Background: an optimization exercise with open tools, aiming at small area. Do not read the settings as production practice.
The RTL was checked by simulation tests, not by an equivalence proof against the original design.
No activity file was given, so power comes from the tool's default toggle rates.

## flow/design.v (module list and top-level ports; edited modules follow where they fit)
// module sq9: 75 lines
// module sq_thr: 67 lines
// module sumsq_lt: 190 lines
// module sumsq: 167 lines
// module rca: 11 lines
// module rinc: 10 lines
// module rlt: 9 lines
// module absdiff_n: 7 lines
// module absdiff: 7 lines
// module absdiff9: 9 lines
// module absdiff9_n: 9 lines
// module top_logic: 421 lines
module top_logic(
    input clk,
    input rst,
    input frz,
    input [4:0] level,
    input Dout,
    output vsync,
    output hsync,
    output [3:0] VGA_R,
    output [3:0] VGA_G,
    output [3:0] VGA_B,
    input BTNU,
    input BTND,
    input BTNL,
    input BTNR,
    output [7:0] seven_seg,
    output [7:0] sel,
    input pattern_select,
    input I_spi_miso,
    output O_spi_sck,
    output O_spi_cs,
    output O_spi_mosi
);
  // ...
==> flow/flow/run.sh <==
#!/bin/bash
# Own layout flow: the standard flow (standard.sh) with one netlist step
# between synthesis and floorplan. polfix.py chooses the polarity of every full
# adder cell (a full adder is self-dual) so that fewer inverters are needed
# around the adder trees; registers and all other cells are left as they are.
# Each step writes its full output to its own log file in this folder.
set -euo pipefail
R=orfs/results/${FLOW_PLATFORM}/top_logic/base
bash standard.sh synth > log_1_synth.txt 2>&1
cp "$R/1_2_yosys.v" "$R/1_2_yosys_std.v"
python3 flow/polfix.py "$R/1_2_yosys_std.v" "$R/1_2_yosys.v" > log_2_polfix.txt 2>&1
rm -f "$R/1_synth.odb" "$R/1_synth.sdc"
bash standard.sh finish > log_3_finish.txt 2>&1
==> flow/flow/polfix.py <==
#!/usr/bin/env python3
"""Remove inverters around sky130 full-adder cells in a mapped netlist.

A full adder is self-dual: FA(~a, ~b, ~c) = (~sum, ~cout).  Synthesis often
leaves inverters on full-adder inputs or outputs that a different choice of
polarity per full adder would make unnecessary.  This pass chooses a polarity
("flip") for every fa cell by local search so that the number of inverters
needed is as small as possible, and rewrites the netlist accordingly.  The
function of every net that the rest of the design sees is unchanged; flops,
ports and all other cells are untouched.

usage: polfix.py IN.v OUT.v
"""
import re, sys, collections

INV = "sky130_fd_sc_hd__inv_1"
FA_PREFIX = "sky130_fd_sc_hd__fa_"
OUT_PINS = {"X", "Y", "Q", "Q_N", "SUM", "COUT", "HI", "LO"}


def main(src, dst):
    text = open(src).read()
    m = re.search(r"\bmodule\b", text)
    inst_re = re.compile(r"^(\s*)(sky130_fd_sc_hd__\w+)\s+(\S+)\s*\((.*?)\);\n", re.S | re.M)
    pin_re = re.compile(r"\.(\w+)\(\s*((?:\\\S+\s)|[^()\s]+)\s*\)")
    cells = []
    for mm in inst_re.finditer(text):
        pins = [(p, n.strip()) for p, n in pin_re.findall(mm.group(4))]
        cells.append(dict(type=mm.group(2), name=mm.group(3), pins=pins, span=mm.span()))
    ports = set()
    for kind in ("input", "output"):
        for mm in re.finditer(r"^\s*%s\s+(?:\[(\d+):(\d+)\]\s+)?(\S+);" % kind, text, re.M):
            if mm.group(1) is not None:
                hi, lo = int(mm.group(1)), int(mm.group(2))
                for i in range(min(hi, lo), max(hi, lo) + 1):
                    ports.add("%s[%d]" % (mm.group(3), i))
            ports.add(mm.group(3))

    drv = {}
    for c in cells:
        for p, n in c["pins"]:
            if p in OUT_PINS:
                drv[n] = c
    # inverters that may be removed/recreated: both nets internal
    def is_free_inv(c):
        if c["type"] != INV:
            return False
        a = dict(c["pins"])["A"]; y = dict(c["pins"])["Y"]
        return a not in ports and y not in ports
    free_inv = [c for c in cells if is_free_inv(c)]
    free_names = set(c["name"] for c in free_inv)

    # base(n): follow free inverters back; returns (base_net, parity)
    def base(n):
        q = 0
        seen = 0
        while n in drv and drv[n]["name"] in free_names and seen < 50:
            n = dict(drv[n]["pins"])["A"]; q ^= 1; seen += 1
        return n, q

    fas = [c for c in cells if c["type"].startswith(FA_PREFIX)]
    fa_idx = {c["name"]: i for i, c in enumerate(fas)}
    # output base nets of each fa
    # consumers: every input pin of a non-free-inverter cell, and every port net that is
    # driven through free inverters (output ports keep their own driver; we require those
    # inverters to stay by not treating them as free).
    need = collections.defaultdict(list)   # base net -> list of (fa index or -1, parity)
    consumers = []                          # (cell, pin, base, parity)
    for c in cells:
        if c["name"] in free_names:
            continue
        fi = fa_idx.get(c["name"], -1)
        for p, n in c["pins"]:
            if p in OUT_PINS:
                continue
            b, q = base(n)
            consumers.append((c, p, b, q, fi))
            need[b].append((fi, q))
    drv_fa = {}
    for i, c in enumerate(fas):
        for p, n in c["pins"]:
            if p in ("SUM", "COUT"):
                drv_fa[n] = i
    pinned = set()
    for n in ports:
        if n in drv_fa:
            pinned.add(drv_fa[n])
    flip = [0] * len(fas)

    def net_cost(b):
        f = flip[drv_fa[b]] if b in drv_fa else 0
        for fi, q in need[b]:
            if (q ^ (flip[fi] if fi >= 0 else 0) ^ f):
                return 1
        return 0

    touch = collections.defaultdict(set)
    for b, lst in need.items():
        for fi, q in lst:
            if fi >= 0:
                touch[fi].add(b)
        if b in drv_fa:
            touch[drv_fa[b]].add(b)
    before = sum(net_cost(b) for b in need)
    improved = True
    passes = 0
    while improved and passes < 50:
        improved = False
        passes += 1
        for i in range(len(fas)):
            if i in pinned:
                continue
            nets = touch[i]
            c0 = sum(net_cost(b) for b in nets)
            flip[i] ^= 1
            c1 = sum(net_cost(b) for b in nets)
            if c1 < c0:
                improved = True
            else:
                flip[i] ^= 1
    after = sum(net_cost(b) for b in need)

    # rebuild: physical net for (base, wanted parity)
    phys_pol = lambda b: flip[drv_fa[b]] if b in drv_fa else 0
    inv_net = {}
    new_invs = []
    counter = [0]

    def phys(b, q):
        if q ^ phys_pol(b) == 0:
            return b
        if b not in inv_net:
            counter[0] += 1
            nn = "_pol%d_" % counter[0]
            inv_net[b] = nn
            new_invs.append((b, nn))
        return inv_net[b]

    newpins = {}
    for c, p, b, q, fi in consumers:
        want = q ^ (flip[fi] if fi >= 0 else 0)
        newpins[(c["name"], p)] = phys(b, want)

    out = []
    last = 0
    wires = []
    for c in cells:
        s, e = c["span"]
        out.append(text[last:s])
        last = e
        if c["name"] in free_names:
            continue
        pins = []
        for p, n in c["pins"]:
            if p in OUT_PINS:
                pins.append((p, n))
            else:
                pins.append((p, newpins[(c["name"], p)]))
        out.append("  %s %s (\n%s\n  );\n" % (c["type"], c["name"],
                   ",\n".join("    .%s(%s)" % (p, n if not n.startswith("\\") else n + " ") for p, n in pins)))
    for b, nn in new_invs:
        out.append("  %s %s_i (\n    .A(%s),\n    .Y(%s)\n  );\n" % (INV, nn, b if not b.startswith("\\") else b + " ", nn))
        wires.append(nn)
    out.append(text[last:])
    res = "".join(out)
    # declare new wires after the module port list
    decl = "".join("  wire %s;\n" % w for w in wires)
    k = res.index(";\n", res.index("module")) + 2
    res = res[:k] + decl + res[k:]
    open(dst, "w").write(res)
    sys.stderr.write("polfix: %d fa cells, %d flipped; inverters %d -> %d (free before %d)\n"
                     % (len(fas), sum(flip), before, len(new_invs), len(free_inv)))


if __name__ == "__main__":
    main(sys.argv[1], sys.argv[2])
==> flow/standard.sh <==
#!/bin/bash
# synth_recipe.tcl (not shown) runs the flow's synth.tcl, then flattens the netlist and writes it again
# the make line also repeats each setting of config.mk as NAME=value (left out here)
make -C /OpenROAD-flow-scripts/flow DESIGN_CONFIG=/design/flow/config.mk WORK_HOME=/design/flow/orfs CLKGATE_MAP_FILE= SYNTH_SCRIPT=/design/flow/synth_recipe.tcl "${@:-finish}"
==> flow/config.mk <==
export PLATFORM = sky130hd
export DESIGN_NAME = top_logic
export DESIGN_NICKNAME = top_logic
export VERILOG_FILES = /design/flow/design.v
export SDC_FILE = /design/flow/constraint.sdc
export NUM_CORES = 4
export LEC_CHECK = 0
export CAP_MARGIN = 20
export CORE_MARGIN = 2
export CORE_UTILIZATION = 40
export CTS_CLUSTER_DIAMETER = 110
export CTS_CLUSTER_SIZE = 25
export SLEW_MARGIN = 20
==> flow/constraint.sdc <==
create_clock -name core_clock -period 20.0 [get_ports {clk}]
set_input_delay 4.0000 -clock core_clock [delete_from_list [all_inputs] [get_ports {clk}]]
set_output_delay 4.0000 -clock core_clock [all_outputs]
set_load 0.01 [all_outputs]
==> summary.txt, run 1 <==
Floorplanning
  • Io pins: 48
  • Die ar.: 0.05978 mm²
  • Chip Height: 244.5 µm

Layout
  • Final non-clock buffer share: 1.894%
  • Fin area: 0.02470 mm²
  • Cell Count, Final, Fillers Out: 3116
  • Biggest regs: cnt: 19 flops, scnt: 19 flops
  • Final #Nets: 2909
  • Fraction of area in multi-input gates: 67.56%

Place
  • Gp weighted congestion: 0.8795
  • IO buf count: 41

STA
  • Post-Route Setup TNS: 0 ns
  • Unrepaired setup endpoints after global routing: false
  • Max Fclk: 52.88 MHz
  • Final Setup Violations: 0
  • Post-route clock period utilization: 94.56%

Detailed routing
  • WL met3: 1957 µm
  • # DRC: 0
  • Top sig layer: met4

Pwr
  • Sw frac: 41.71%
  • Comb. pwr: 0.00105 W
  • VDD IR-drop max: 0.09655 mV
  • Clock-net power: 0.000344 W

Global route
  • Met1 Track Usage GR: 24.72%
  • Largest net degree at the start of global routing: 78
  • Met2 usage: 30.65%
  • Initial antenna violation count: 1

Status
  • Outcome: no timing/DRC/antenna violations

Critical path
  • Worst Path Arrival: 19.30 ns
  • Maximum fanout along the worst path: 10

Synth
  • Mapped Nets: 2923

Clock tree
  • Max clock buf depth: 3
  • Clock-pin slew on the worst setup and hold paths: 0.10 ns
  • Cts repair resizes: 0

Min path
  • WHS Endpoint: sck_r
==> module top_logic, before the edit <==
module top_logic(
    input clk,
    input rst,
    input frz,
    input [4:0] level,
    input Dout,
    output vsync,
    output hsync,
    output [3:0] VGA_R,
    output [3:0] VGA_G,
    output [3:0] VGA_B,
    input BTNU,
    input BTND,
    input BTNL,
    input BTNR,
    output [7:0] seven_seg,
    output [7:0] sel,
    input pattern_select,
    input I_spi_miso,
    output O_spi_sck,
    output O_spi_cs,
    output O_spi_mosi
);
    reg [10:0] hcount;
    reg [9:0]  vcount;
    reg [9:0]  counter;
    reg        frame;
    wire hreset = (hcount == 11'd1039);
    wire vs = !(vcount >= 10'd637 && vcount <= 10'd642);      
    wire hs = !(hcount >= 11'd856 && hcount <= 11'd975);
    wire [10:0] hcount_inc;
    wire [9:0]  vcount_inc, counter_inc;
    wire hco, vco, cco;
    rinc #(11) u_hinc(.a(hcount), .ci(1'b1), .s(hcount_inc), .co(hco));
    rinc #(10) u_vinc(.a(vcount), .ci(hreset), .s(vcount_inc), .co(vco));
    rinc #(10) u_cinc(.a(counter), .ci(!vs), .s(counter_inc), .co(cco));
    always @(posedge clk) begin
        if (rst) begin
            hcount  <= 0;
            vcount  <= 0;
            counter <= 0;
            frame   <= 0;
        end else begin
            hcount <= hreset ? 11'd0 : hcount_inc;
            vcount <= (hreset && vcount == 10'd665) ? 10'd0 : vcount_inc;
            if (counter == 10'd30 && frz) begin
                counter <= 0;
                frame   <= 1;
            end else begin
                counter <= counter_inc;
                frame <= 0;
            end
        end
    end
    assign vsync = ~vs;
    assign hsync = ~hs;
    wire paused = ~frz;
    reg [9:0]  nb1xh;
    reg [8:0]  nb1yh;
    reg        b1sx, b1sy;
    reg [15:0] score;
    reg        over;
    wire [9:0]  nb1xh_n;       
    wire [8:0]  nb1yh_n;
    wire [15:0] score_inc;
    wire [3:0]  d1_inc, d2_inc, d3_inc;
    wire u0, u1, u2, u3, u4, u5;
    wire b1mv = frame && !over;
    rca  #(10) u_b1x(.a(nb1xh), .b({{9{b1mv & b1sx}}, b1mv}), .ci(1'b0), .s(nb1xh_n), .co(u0));
    rca  #(9)  u_b1y(.a(nb1yh), .b({{8{b1mv & b1sy}}, b1mv}), .ci(1'b0), .s(nb1yh_n), .co(u1));
    assign score_inc[15:4] = score[15:4];
    rinc #(4)  u_sc(.a(score[3:0]), .ci(1'b1), .s(score_inc[3:0]), .co(u2));
    rinc #(4)  u_d1(.a(score[7:4]), .ci(1'b1), .s(d1_inc), .co(u3));
    rinc #(4)  u_d2(.a(score[11:8]), .ci(1'b1), .s(d2_inc), .co(u4));
    rinc #(4)  u_d3(.a(score[15:12]), .ci(1'b1), .s(d3_inc), .co(u5));
    always @(posedge clk) begin
        if (rst) begin
            nb1xh <= ~10'd250;
            nb1yh <= ~9'd250;
        end else begin
            nb1xh <= nb1xh_n;
            nb1yh <= nb1yh_n;
        end
    end
    always @(posedge clk) begin
        if (rst) begin
            b1sx <= 0;
            b1sy <= 0;
            score <= 0;
        end else if (b1mv) begin
            if (nb1xh == ~10'd1) begin b1sx <= 1; score <= score_inc; end
            else if (nb1xh == ~10'd381) begin b1sx <= 0; score <= score_inc; end
            if (nb1yh == ~9'd18) begin b1sy <= 1; score <= score_inc; end
            else if (nb1yh == ~9'd281) begin b1sy <= 0; score <= score_inc; end
            if (score[3:0] == 10) begin score[3:0] <= 0; score[7:4] <= d1_inc; end
            if (score[7:4] == 10) begin score[7:4] <= 0; score[11:8] <= d2_inc; end
            if (score[11:8] == 10) begin score[11:8] <= 0; score[15:12] <= d3_inc; end
            if (score[15:12] == 10) begin score[11:8] <= 0; end
        end
    end
    reg [9:0]  nb2xh;
    reg [9:0]  nb2y;
    reg        b2sx, b2sy;
    wire [9:0]  nb2xh_n, nb2y_n;
    wire u6, u7;
    rca #(10) u_b2x(.a(nb2xh), .b({{9{frame & b2sx}}, frame}), .ci(1'b0), .s(nb2xh_n), .co(u6));
    rca #(10) u_b2y(.a(nb2y), .b({{8{frame & b2sy}}, frame & ~b2sy, frame}), .ci(1'b0), .s(nb2y_n), .co(u7));
    always @(posedge clk) begin
        if (rst) begin
            b2sx <= 0;
            b2sy <= 0;
        end else begin
            if (nb2xh >= ~10'd1) b2sx <= 1;
            else if (nb2xh <= ~10'd381) b2sx <= 0;
            if (nb2y >= ~10'd36) b2sy <= 1;
            else if (nb2y <= ~10'd562) b2sy <= 0;
        end
    end
    always @(posedge clk) begin
        if (rst) begin
            nb2xh <= ~10'd100;
            nb2y <= ~10'd500;
        end else begin
            nb2xh <= nb2xh_n;
            nb2y <= nb2y_n;
        end
    end
    reg [7:0] spi_i;           
    reg [5:0] state;           
    reg       cs_r, sck_r, mosi_r;
    reg [3:0] dout;
    reg [2:0] spi_xd, spi_yd;   
    wire sel0f = (spi_i != 8'd0) && (spi_i <= 8'd100);    
    reg [2:0] dstep;
    always @(*) begin
        case (dout)
            4'd1, 4'd2:   dstep = 3'b111;
            4'd3, 4'd4:   dstep = 3'b110;
            4'd13, 4'd14: dstep = 3'b001;
            4'd11, 4'd12: dstep = 3'b010;
            default:      dstep = 3'b000;
        endcase
    end
    wire [7:0] spi_i_inc;
    wire [5:0] state_inc;
    wire u8, u9;
    rinc #(8) u_iinc(.a(spi_i), .ci(1'b1), .s(spi_i_inc), .co(u8));
    rinc #(6) u_sinc(.a(state), .ci(1'b1), .s(state_inc), .co(u9));
    always @(posedge clk) begin
        if (rst) begin
            spi_i <= 0;
            spi_xd <= 0;
            spi_yd <= 0;
        end else begin
            spi_i <= (spi_i == 8'd199) ? 8'd0 : spi_i_inc;
            if (spi_i == 8'd99)  spi_yd <= -dstep;
            if (spi_i == 8'd199) spi_xd <= dstep;
        end
    end
    reg mosi_bit;
    always @(*) begin
        case (state[4:1])
            4'd4, 4'd6, 4'd7, 4'd15: mosi_bit = 1'b1;
            4'd11: mosi_bit = ~sel0f;
            4'd12, 4'd13, 4'd14: mosi_bit = sel0f;
            default: mosi_bit = 1'b0;
        endcase
    end
    always @(posedge clk) begin
        if (rst) begin
            state <= 0;
            cs_r <= 1;
            sck_r <= 0;
            mosi_r <= 0;
            dout <= 0;
        end else begin
            state <= (state == 6'd50) ? 6'd0 : state_inc;
            cs_r <= (state == 6'd49);
            if (state != 6'd50) sck_r <= state[0];
            if (state <= 6'd30 && !state[0]) mosi_r <= mosi_bit;
            if (state == 6'd43) dout[3] <= I_spi_miso;
            if (state == 6'd45) dout[2] <= I_spi_miso;
            if (state == 6'd47) dout[1] <= I_spi_miso;
            if (state == 6'd49) dout[0] <= I_spi_miso;
        end
    end
    assign O_spi_cs = cs_r;
    assign O_spi_sck = sck_r;
    assign O_spi_mosi = mosi_r;
    reg [10:0] px;
    reg [9:0]  py;
    reg [2:0]  pdx, pdy;       
    always @(*) begin
        if (!frame) begin
            pdx = 3'b000;
            pdy = 3'b000;
        end else if (!pattern_select) begin
            pdx = BTNR ? 3'b001 : BTNL ? 3'b111 : 3'b000;
            pdy = BTND ? 3'b001 : BTNU ? 3'b111 : 3'b000;
        end else begin
            pdx = spi_xd;
            pdy = spi_yd;
        end
    end
    wire [10:0] px_n;
    wire [9:0]  py_n;
    wire u10, u11;
    rca #(11) u_px(.a(px), .b({{8{pdx[2]}}, pdx}), .ci(1'b0), .s(px_n), .co(u10));
    rca #(10) u_py(.a(py), .b({{7{pdy[2]}}, pdy}), .ci(1'b0), .s(py_n), .co(u11));
    always @(posedge clk) begin
        if (rst) begin
            px <= 11'd500;
            py <= 10'd200;
        end else begin
            px <= px_n;
            py <= py_n;
        end
    end
    reg [8:0]  R;              
    reg [18:0] cnt;            
    reg        c19, c20;       
    reg [11:0] colorD;         
    reg [1:0]  cop;            
    reg [17:0] D1, D2;
    reg far1, far2;
    wire [10:0] nub_x = frame ? {nb1xh_n, 1'b1} : {nb2xh, 1'b1};
    wire [9:0]  nub_y = frame ? {nb1yh_n, 1'b1} : nb2y;
    wire [8:0] uax, uay;
    wire uxbig, uybig;
    absdiff9_n #(11) u_uax(.a(px_n), .nb(nub_x), .d(uax), .big(uxbig));
    absdiff9_n #(10) u_uay(.a(py_n), .nb(nub_y), .d(uay), .big(uybig));
    wire [18:0] uD;
    sumsq u_sq(.a(uax), .b(uay), .s(uD));
    wire ufar = uxbig || uybig || uD[18];
    always @(posedge clk) begin
        if (rst) begin
            D1 <= 18'd90000;       
            far1 <= 0;
        end else if (frame) begin
            D1 <= uD[17:0];
            far1 <= ufar;
        end
    end
    always @(posedge clk) begin
        D2 <= uD[17:0];
        far2 <= ufar;
    end
    wire [17:0] D2x = frame ? D2 : uD[17:0];
    wire far2x = frame ? far2 : ufar;
    wire [17:0] R2, S2;
    sq9    u_r2(.r(R), .r2(R2));
    sq_thr u_s2(.r(R), .r2(R2), .s2(S2));
    wire lt1, lt2;
    rlt #(18) u_lt1(.a(D1), .b(S2), .lt(lt1));
    rlt #(18) u_lt2(.a(D2x), .b(S2), .lt(lt2));
    wire hit1 = !far1 && lt1;
    wire hit2 = !far2x && lt2;
    wire [11:0] xpR;
    wire [10:0] ypR, ymR;
    wire [9:0]  Rp2;
    wire u12, ymR_nneg, c1;
    assign Rp2[0] = R[0];
    rinc #(8)  u_rp2(.a(R[8:1]), .ci(1'b1), .s(Rp2[8:1]), .co(Rp2[9]));
    rlt  #(11) u_c1(.a(px), .b({1'b0, Rp2}), .lt(c1));
    rca  #(11) u_xpr(.a(px), .b({2'b0, R}), .ci(1'b0), .s(xpR[10:0]), .co(xpR[11]));
    rca  #(10) u_ypr(.a(py), .b({1'b0, R}), .ci(1'b0), .s(ypR[9:0]), .co(ypR[10]));
    rca  #(10) u_ymr(.a(py), .b(~{1'b0, R}), .ci(1'b1), .s(ymR[9:0]), .co(ymR_nneg));
    wire wall = c1 || (xpR > 12'd762) || (ymR_nneg && ymR[9:0] < 10'd36) || (ypR > 11'd562);
    wire collide = wall || hit1 || hit2;
    wire shrink = c20 && !Dout && (R[8:3] != 6'd0);
    wire [8:0]  R_n;
    wire [18:0] cnt_inc;
    wire [11:0] color_n;
    wire cnt_co, u16;
    rca  #(9)  u_rn(.a(R), .b({{7{shrink & !c19}}, shrink & !c19, c19}), .ci(1'b0), .s(R_n), .co(u12));
    rinc #(19) u_cnt(.a(cnt), .ci(!paused), .s(cnt_inc), .co(cnt_co));
    rca  #(12) u_col(.a(colorD), .b(12'h333), .ci(1'b0), .s(color_n), .co(u16));
    wire [11:0] color = cop[1] ? 12'h6C3 : cop[0] ? color_n : colorD;
    always @(posedge clk) begin
        if (rst) begin
            R <= 9'd10;
            cnt <= 0;
            c19 <= 0;
            c20 <= 0;
            over <= 0;
        end else begin
            cnt <= cnt_inc;
            c19 <= cnt_co;
            if (shrink) c20 <= 0;
            if (c19) begin
                c19 <= 0;
                c20 <= ~c20;
            end
            R <= collide ? 9'd400 : R_n;
            over <= collide;
        end
    end
    always @(posedge clk) begin
        colorD <= color;
        cop <= rst ? 2'd2 : shrink ? 2'd1 : paused ? 2'd2 : 2'd0;
    end
    wire [11:0] dx1, dx2;
    wire [10:0] dy1, dy2;
    wire u20, u21, u22, u23;
    rca #(12) u_dx1(.a({1'b0, hcount}), .b({1'b1, nb1xh, 1'b1}), .ci(1'b1), .s(dx1), .co(u20));
    rca #(11) u_dy1(.a({1'b0, vcount}), .b({1'b1, nb1yh, 1'b1}), .ci(1'b1), .s(dy1), .co(u21));
    rca #(12) u_dx2(.a({1'b0, hcount}), .b({1'b1, nb2xh, 1'b1}), .ci(1'b1), .s(dx2), .co(u22));
    rca #(11) u_dy2(.a({1'b0, vcount}), .b({1'b1, nb2y}), .ci(1'b1), .s(dy2), .co(u23));
    wire in_b1 = disc12(dx1[11], (dx1[11:4] == {8{dx1[11]}}), dx1[3:0],
                        dy1[10], (dy1[10:4] == {7{dy1[10]}}), dy1[3:0]);
    wire in_b2 = disc12(dx2[11], (dx2[11:4] == {8{dx2[11]}}), dx2[3:0],
                        dy2[10], (dy2[10:4] == {7{dy2[10]}}), dy2[3:0]);
    wire in_bd = (hcount == 11'd0) || (vcount == 10'd30) || (hcount == 11'd768) || (vcount == 10'd568);
    wire [8:0] ahxp, avyp;
    wire hxbig, vybig;
    absdiff9 #(11) u_ahp(.a(hcount), .b(px), .d(ahxp), .big(hxbig));
    absdiff9 #(10) u_avp(.a(vcount), .b(py), .d(avyp), .big(vybig));
    wire ltp;
    sumsq_lt u_p(.a(ahxp), .b(avyp), .t(R2), .lt(ltp));
    wire in_p = !hxbig && !vybig && ltp;
    reg wd, pd;                
    always @(posedge clk) begin
        wd <= in_b1 || in_b2 || in_bd;
        pd <= in_p;
    end
    wire [11:0] s1 = wd ? 12'hFFF : (pd ? colorD : 12'h000);
    localparam WIDTH = 10, HEIGHT = 40;
    localparam [7:0] x = 120;
    localparam [7:0] y = 245;
    wire text =
        ((hcount >= (x + 5*WIDTH + 3*HEIGHT) && hcount < (x + 6*WIDTH + 3*HEIGHT)) && (vcount >= y && vcount < (y + 2*WIDTH + HEIGHT))) ||
        ((hcount >= (x + 5*WIDTH + 3*HEIGHT) && hcount < (x + 6*WIDTH + 3*HEIGHT)) && (vcount >= (y + 2*WIDTH + HEIGHT) && vcount < (y + 2*WIDTH + 2*HEIGHT))) ||
        ((hcount >= (x + 5*WIDTH + 3*HEIGHT) && hcount < (x + 7*WIDTH + 4*HEIGHT)) && (vcount >= (y + 2*WIDTH + 2*HEIGHT) && vcount < (y + 3*WIDTH + 2*HEIGHT))) ||
        ((hcount >= (x + 8*WIDTH + 4*HEIGHT) && hcount < (x + 10*WIDTH + 5*HEIGHT)) && (vcount >= y && vcount < (y + WIDTH))) ||
        ((hcount >= (x + 8*WIDTH + 4*HEIGHT) && hcount < (x + 9*WIDTH + 4*HEIGHT)) && (vcount >= (y + WIDTH) && vcount < (y + 2*WIDTH + HEIGHT))) ||
        ((hcount >= (x + 8*WIDTH + 4*HEIGHT) && hcount < (x + 9*WIDTH + 4*HEIGHT)) && (vcount >= (y + 2*WIDTH + HEIGHT) && vcount < (y + 2*WIDTH + 2*HEIGHT))) ||
        ((hcount >= (x + 8*WIDTH + 4*HEIGHT) && hcount < (x + 10*WIDTH + 5*HEIGHT)) && (vcount >= (y + 2*WIDTH + 2*HEIGHT) && vcount < (y + 3*WIDTH + 2*HEIGHT))) ||
        ((hcount >= (x + 9*WIDTH + 5*HEIGHT) && hcount < (x + 10*WIDTH + 5*HEIGHT)) && (vcount >= (y + WIDTH) && vcount < (y + 2*WIDTH + HEIGHT))) ||
        ((hcount >= (x + 9*WIDTH + 5*HEIGHT) && hcount < (x + 10*WIDTH + 5*HEIGHT)) && (vcount >= (y + 2*WIDTH + HEIGHT) && vcount < (y + 2*WIDTH + 2*HEIGHT))) ||
        ((hcount >= (x + 11*WIDTH + 5*HEIGHT) && hcount < (x + 13*WIDTH + 6*HEIGHT)) && (vcount >= y && vcount < (y + WIDTH))) ||
        ((hcount >= (x + 11*WIDTH + 5*HEIGHT) && hcount < (x + 12*WIDTH + 5*HEIGHT)) && (vcount >= (y + WIDTH) && vcount < (y + WIDTH + HEIGHT))) ||
        ((hcount >= (x + 11*WIDTH + 5*HEIGHT) && hcount < (x + 13*WIDTH + 6*HEIGHT)) && (vcount >= (y + WIDTH + HEIGHT) && vcount < (y + 2*WIDTH + HEIGHT))) ||
        ((hcount >= (x + 12*WIDTH + 6*HEIGHT) && hcount < (x + 13*WIDTH + 6*HEIGHT)) && (vcount >= (y + 2*WIDTH + HEIGHT) && vcount < (y + 2*WIDTH + 2*HEIGHT))) ||
        ((hcount >= (x + 11*WIDTH + 5*HEIGHT) && hcount < (x + 13*WIDTH + 6*HEIGHT)) && (vcount >= (y + 2*WIDTH + 2*HEIGHT) && vcount < (y + 3*WIDTH + 2*HEIGHT))) ||
        ((hcount >= (x + 14*WIDTH + 6*HEIGHT) && hcount < (x + 16*WIDTH + 7*HEIGHT)) && (vcount >= y && vcount < (y + WIDTH))) ||
        ((hcount >= (x + 14*WIDTH + 6*HEIGHT + HEIGHT/2) && hcount < (x + 15*WIDTH + 6*HEIGHT + HEIGHT/2)) && (vcount >= y && vcount < (y + 2*WIDTH + HEIGHT))) ||
        ((hcount >= (x + 14*WIDTH + 6*HEIGHT + HEIGHT/2) && hcount < (x + 15*WIDTH + 6*HEIGHT + HEIGHT/2)) && (vcount >= (y + 2*WIDTH + HEIGHT) && vcount < (y + 3*WIDTH + 2*HEIGHT)));
    reg        txt;
    reg [11:0] final_pixel;
    always @(posedge clk)
        txt <= over && text;
    always @(posedge clk) begin
        if (rst)
            final_pixel <= 0;
        else if (!over)
            final_pixel <= s1;
        else
            final_pixel <= {4'h0, {8{txt}}};
    end
    assign VGA_R = final_pixel[11:8];
    assign VGA_G = final_pixel[7:4];
    assign VGA_B = final_pixel[3:0];
    reg [18:0] scnt;
    wire [18:0] scnt_inc;
    wire u30;
    rinc #(19) u_scnt(.a(scnt), .ci(1'b1), .s(scnt_inc), .co(u30));
    always @(posedge clk) begin
        if (rst) scnt <= 0;
        else scnt <= (scnt == 19'd500000) ? 19'd1 : scnt_inc;
    end
    reg [3:0] digit;
    always @(*) begin
        case (scnt[13:11])
            3'd0: digit = score[3:0];
            3'd1: digit = score[7:4];
            3'd2: digit = score[11:8];
            3'd3: digit = score[15:12];
            default: digit = 4'hF;
        endcase
    end
    reg [7:0] seg;
    always @(*) begin
        case (digit)
            4'h0: seg = 8'hc0;
            4'h1: seg = 8'hf9;
            4'h2: seg = 8'ha4;
            4'h3: seg = 8'hb0;
            4'h4: seg = 8'h99;
            4'h5: seg = 8'h92;
            4'h6: seg = 8'h82;
            4'h7: seg = 8'hf8;
            4'h8: seg = 8'h80;
            4'h9: seg = 8'h90;
            default: seg = 8'hff;
        endcase
    end
    assign seven_seg = seg;
    assign sel = ~(8'd1 << scnt[13:11]);
    function disc12(input sx, input hx, input [3:0] lx, input sy, input hy, input [3:0] ly);
        reg [3:0] mx, my, w;
        reg rx, ry;
        begin
            mx = lx ^ {4{sx}};             
            my = ly ^ {4{sy}};             
            rx = hx && (sx ? (mx <= 4'd11) : (mx <= 4'd12));    
            ry = hy && (sy ? (my <= 4'd11) : (my <= 4'd12));
            case ({sy, my})                
                5'd0:  w = 4'd12;                                         
                5'd1, 5'd2, 5'd3, 5'd4, 5'd16, 5'd17, 5'd18, 5'd19: w = 4'd11;    
                5'd5, 5'd6, 5'd20, 5'd21: w = 4'd10;                      
                5'd7, 5'd22: w = 4'd9;
                5'd8, 5'd23: w = 4'd8;
                5'd9, 5'd24: w = 4'd7;
                5'd10, 5'd25: w = 4'd6;
                5'd11, 5'd26: w = 4'd4;
                default: w = 4'd0;                                        
            endcase
            disc12 = rx && ry && (sx ? (mx < w) : (mx <= w));
        end
    endfunction
endmodule
==> run 2: changes to the inputs <==
--- a/flow/design.v
+++ b/flow/design.v
@@ -923,13 +923,23 @@
     assign VGA_B = final_pixel[3:0];
-    reg [18:0] scnt;
-    wire [18:0] scnt_inc;
+    reg [10:0] slo;
+    reg [7:0]  shi;
+    wire slo_fb = slo[10] ^ slo[8] ^ (slo[9:0] == 10'd0);
+    wire slo_last = (slo == 11'd1024);
+    wire swrap = (shi == 8'd244) && (slo == 11'd792);
+    wire [7:0] shi_inc;
     wire u30;
-    rinc #(19) u_scnt(.a(scnt), .ci(1'b1), .s(scnt_inc), .co(u30));
+    rinc #(8) u_shi(.a(shi), .ci(slo_last), .s(shi_inc), .co(u30));
     always @(posedge clk) begin
-        if (rst) scnt <= 0;
-        else scnt <= (scnt == 19'd500000) ? 19'd1 : scnt_inc;
+        if (rst || swrap) begin
+            slo <= {10'd0, swrap};
+            shi <= 0;
+        end else begin
+            slo <= {slo[9:0], slo_fb};
+            shi <= shi_inc;
+        end
     end
+    wire [2:0] sdig = shi[2:0];      
     reg [3:0] digit;
     always @(*) begin
-        case (scnt[13:11])
+        case (sdig)
             3'd0: digit = score[3:0];
@@ -958,3 +968,3 @@
     assign seven_seg = seg;
-    assign sel = ~(8'd1 << scnt[13:11]);
+    assign sel = ~(8'd1 << sdig);
     function disc12(input sx, input hx, input [3:0] lx, input sy, input hy, input [3:0] ly);
==> summary.txt, run 2 <==
Clock tree
  • Max H-tree Level: 1 (unchanged)
  • Worst-Skew Late Latency: 0.53 ns (was 0.52 ns)
  • Cts repair resizes: 0 (unchanged)
  • Root buffer cell: clkbuf_16 (unchanged)
  • Max clock buf depth: 3 (unchanged)
  • CTS tree: built (unchanged)
  • Clock-pin slew on the worst setup and hold paths: 0.09 ns (was 0.10 ns)
  • # Post-CTS Setup Buffers: 0 (unchanged)
  • Clock sink count: 256 (unchanged)
  • Clock buffers created by TritonCTS: 15 (unchanged)
  • Hold buffer count at CTS: 0 (unchanged)

Critical path
  • FF-to-FF path depth: 47 (was 46)
  • Maximum fanout along the worst path: 10 (unchanged)
  • FF-to-FF setup slack: 4.25 ns (was 4.07 ns)
  • Crit Path Class: in2reg (unchanged)
  • Reg2reg end: R[1] (was R[3])
  • Slowest CP cell: clkdlybuf4s50_1 (unchanged)
  • Worst Path Arrival: 19.15 ns (was 19.30 ns)
  • Critical Path RT: 20.37 ns (was 20.38 ns)
  • Crit Reg-Reg Startpoint: over (unchanged)
  • Crit start category: input port (unchanged)
  • CP peak stage delay: 0.70 ns (was 0.58 ns)
  • Most used cell, CP: fa_1 (unchanged)
  • Worst setup EP type: flop (unchanged)

Global route
  • Vias in the first global route: 17080 (was 16840)
  • Largest net degree at the start of global routing: 82 (was 78)
  • Initial antenna violation count: 0 (was 1)
  • Remaining Overflow, GRT: 0 (unchanged)
  • Total global-route track usage: 18.49% (was 18.02%)
  • First-pass GRT wire length: 89230 µm (was 87350 µm)

Layout
  • Final #Nets: 2894 (was 2909)
  • Final core occ: 43.39% (was 42.98%)
  • Most frequent cells in the layout: 318 x fa_1, 255 x dfxtp_1, 245 x inv_1, 218 x ha_1, 179 x nand2_1 (was 318 x fa_1, 258 x inv_1, 255 x dfxtp_1, 228 x ha_1, 172 x nand2_1)
  • ANT cells: 0 (unchanged)
  • Area Overhead vs Synth: 6.662% (was 6.760%)
  • Largest reg by FF count: cnt
  • Biggest regs: cnt: 19 flops, D1: 18 flops, D2: 18 flops (was cnt: 19 flops, scnt: 19 flops)
  • Commonest non-fill, non-tap cell in the layout: fa_1 (unchanged)
  • Layout cell share with drive strength beyond 1: 3.026% (was 3.403%)
  • Largest register FFs: 19

Floorplanning
  • Chip Height: 243.9 µm (was 244.5 µm)
  • Chip width: 243.9 µm (was 244.5 µm)
  • Starting Density: 40.68% (was 40.26%)
  • Rows: 87 (was 88)
  • Die ar.: 0.05950 mm² (was 0.05978 mm²)
  • Io pins: 48 (unchanged)
  • Core ar.: 0.05660 mm² (was 0.05748 mm²)

Pwr
  • P_sw: 0.0007753 W (was 0.0008102 W)
  • Seq pwr share: 29.5% (was 28.5%)
  • Leak: 10.91 nW (was 10.94 nW)
  • Clk pwr share: 17.9% (was 17.7%)
  • Combinational share of power: 52.6% (was 53.8%)
  • PD cells: 76.34 mW/mm² (was 78.63 mW/mm²)
  • VDD IR-drop max: 0.05628 mV (was 0.09655 mV)
  • Sw frac: 41.36% (was 41.71%)
  • Cell-internal power: 0.001099 W (was 0.001132 W)

Detailed routing
  • DRT antenna net count: 0 (unchanged)
  • Via density: 5.238 (was 5.117)
  • WL/cell: 17.08 µm (was 16.65 µm)
  • Routed via count: 16250 (was 15950)
  • Final WL: 52980 µm (was 51890 µm)
  • DRT iter0 DRCs: 715 (was 797)
  • Drt first pass iters: 5 (unchanged)
  • # DRC: 0 (unchanged)

Status
  • Outcome: no timing/DRC/antenna violations (unchanged)

Synth
  • Yosys warnings: 1 (unchanged)
  • Cell Area, Synth: 0.02303 mm² (was 0.02314 mm²)
  • Synthesized area per cell: 9.753 µm² (was 9.796 µm²)
  • Synth Instances: 2361 (was 2362)
  • Mapped Nets: 2912 (was 2923)

Min path
  • WHS Endpoint: slo[6] (was sck_r)
  • HP Start: slo[5] (was sck_r)
  • Worst Hold Class: reg2reg (unchanged)
  • Hold Path Stages: 1 (was 2)

STA
  • Final Max Slew Viols: 0 (unchanged)
  • Post-route clock period utilization: 93.89% (was 94.56%)
  • Min Tclk post-route: 18.78 ns (was 18.91 ns)
  • Clk_skew: 0.03121 ns (was 0.02476 ns)
  • Rel. slew slack: 31.66% (was 34.28%)
  • Unrepaired setup endpoints after global routing: false (unchanged)
  • Final Setup Violations: 0 (unchanged)
  • Max Fclk: 53.26 MHz (was 52.88 MHz)
  • Post-Route Setup TNS: 0 ns (unchanged)
  • Slew @ Worst Pin: 1.014 ns (was 0.9821 ns)
  • Final hold violation count: 0 (unchanged)

Place
  • Post-DP HPWL: 41740 µm (was 41540 µm)
  • Gp weighted congestion: 0.8792 (was 0.8795)
  • IO buf count: 41 (unchanged)

Flow run
  • Max-Cap Viols: 0 (unchanged)
[run 2: power by group through the flow]
stage	sequential, W	combinational [W]	clock [W]
2_1_floorplan	0.000560	0.000743	0
3_3_place_gp	0.000565	0.000962	0
3_5_place_dp	0.000565	0.000988	0
4_1_cts	0.000554	0.000999	0.000350
5_1_grt	0.000556	0.00114	0.000369
6_report	0.000553	0.000987	0.000336
[run 2: worst max path at each step]
stage,startpoint,end,slack (ns),cells after the start
3_3_place_gp,pattern_select,R[3],0.79,47
6_report,pattern_select,R[1],1.22,47
4_1_cts,pattern_select,R[1],1.24,47
3_5_place_dp,pattern_select,R[3],0.67,45
2_1_floorplan,pattern_select,R[3],1.90,47
5_1_grt,pattern_select,R[1],0.63,45
[run 2: through the flow]
stage / setup WS, ns / power [W] / hold slack [ns] / instances / instance area [µm²]
2_1_floorplan: 1.900 / 0.001303 / 0.4385 / 2361 / 23030
3_5_place_dp: 0.6667 / 0.001553 / 0.4539 / 3082 / 24120
4_1_cts: 1.235 / 0.001902 / 0.4734 / 3102 / 24560
5_1_grt: 0.6313 / 0.002063 / 0.4916 / 3102 / 24560
3_3_place_gp: 0.7889 / 0.001527 / 0.4527 / 3082 / 24120
6_report: 1.223 / 0.001875 / 0.4703 / 3102 / 24560
[run 2: critical path: cells and delay by family]
kind,cells,cell delay [ns]
simple gates,4,0.47
compound gates,5,1.15
fa+ha+maj,33,12.33
buf+inv,3,0.85
mux,1,0.17
xor+xnor,1,0.19
[run 2: metal layers]
layer  vias to the layer above  track usage (%)  wire length (µm)
met2                       350            30.82             24790
met1                      8073            25.16             24360
met4                         0            5.344              1611
met5                         -                0                 0
met3                        99            2.368              2215
li1                       7725                -                 -
[run 2: cell type report]
cell class              instances  area, µm²
clock buffers                  15      375.4
clock inverters                 5      66.31
fillers                      5463      32040
inverters                     248      930.9
multi-input cells            1771      16630
flip-flops and latches        256       5126
well taps                     756      945.9
repair buffers                 51      483.0

port drivers added, routing unchanged:
How much do the figures lean on ideal ports? The routed layouts below were timed once more, with nothing changed but the port constraints.
Step 1, drivers: a clkbuf_16 drives clk and a buf_2 each remaining input, both assumed.
Step 2 times the ports against the registers' clock, not the clock port: input delays grow and output delays shrink by t, the midpoint of the rising clock arrivals with the driver on.
Three values: ideal, step 1, step 2; two values: the first two.
| run | t, ns | setup WS [ns] | pins driven straight from the clock port |
|---|---|---|---|
| run 1 | 0.571 | 1.089 / 1.109 / 0.538 | 1 |
| run 2 | 0.574 | 1.223 / 1.254 / 0.680 | 1 |
After both steps every run listed still meets setup and hold. The setup slack of run 1, which loses most, moves by +0.020 ns with the drivers and by -0.551 ns with both steps.
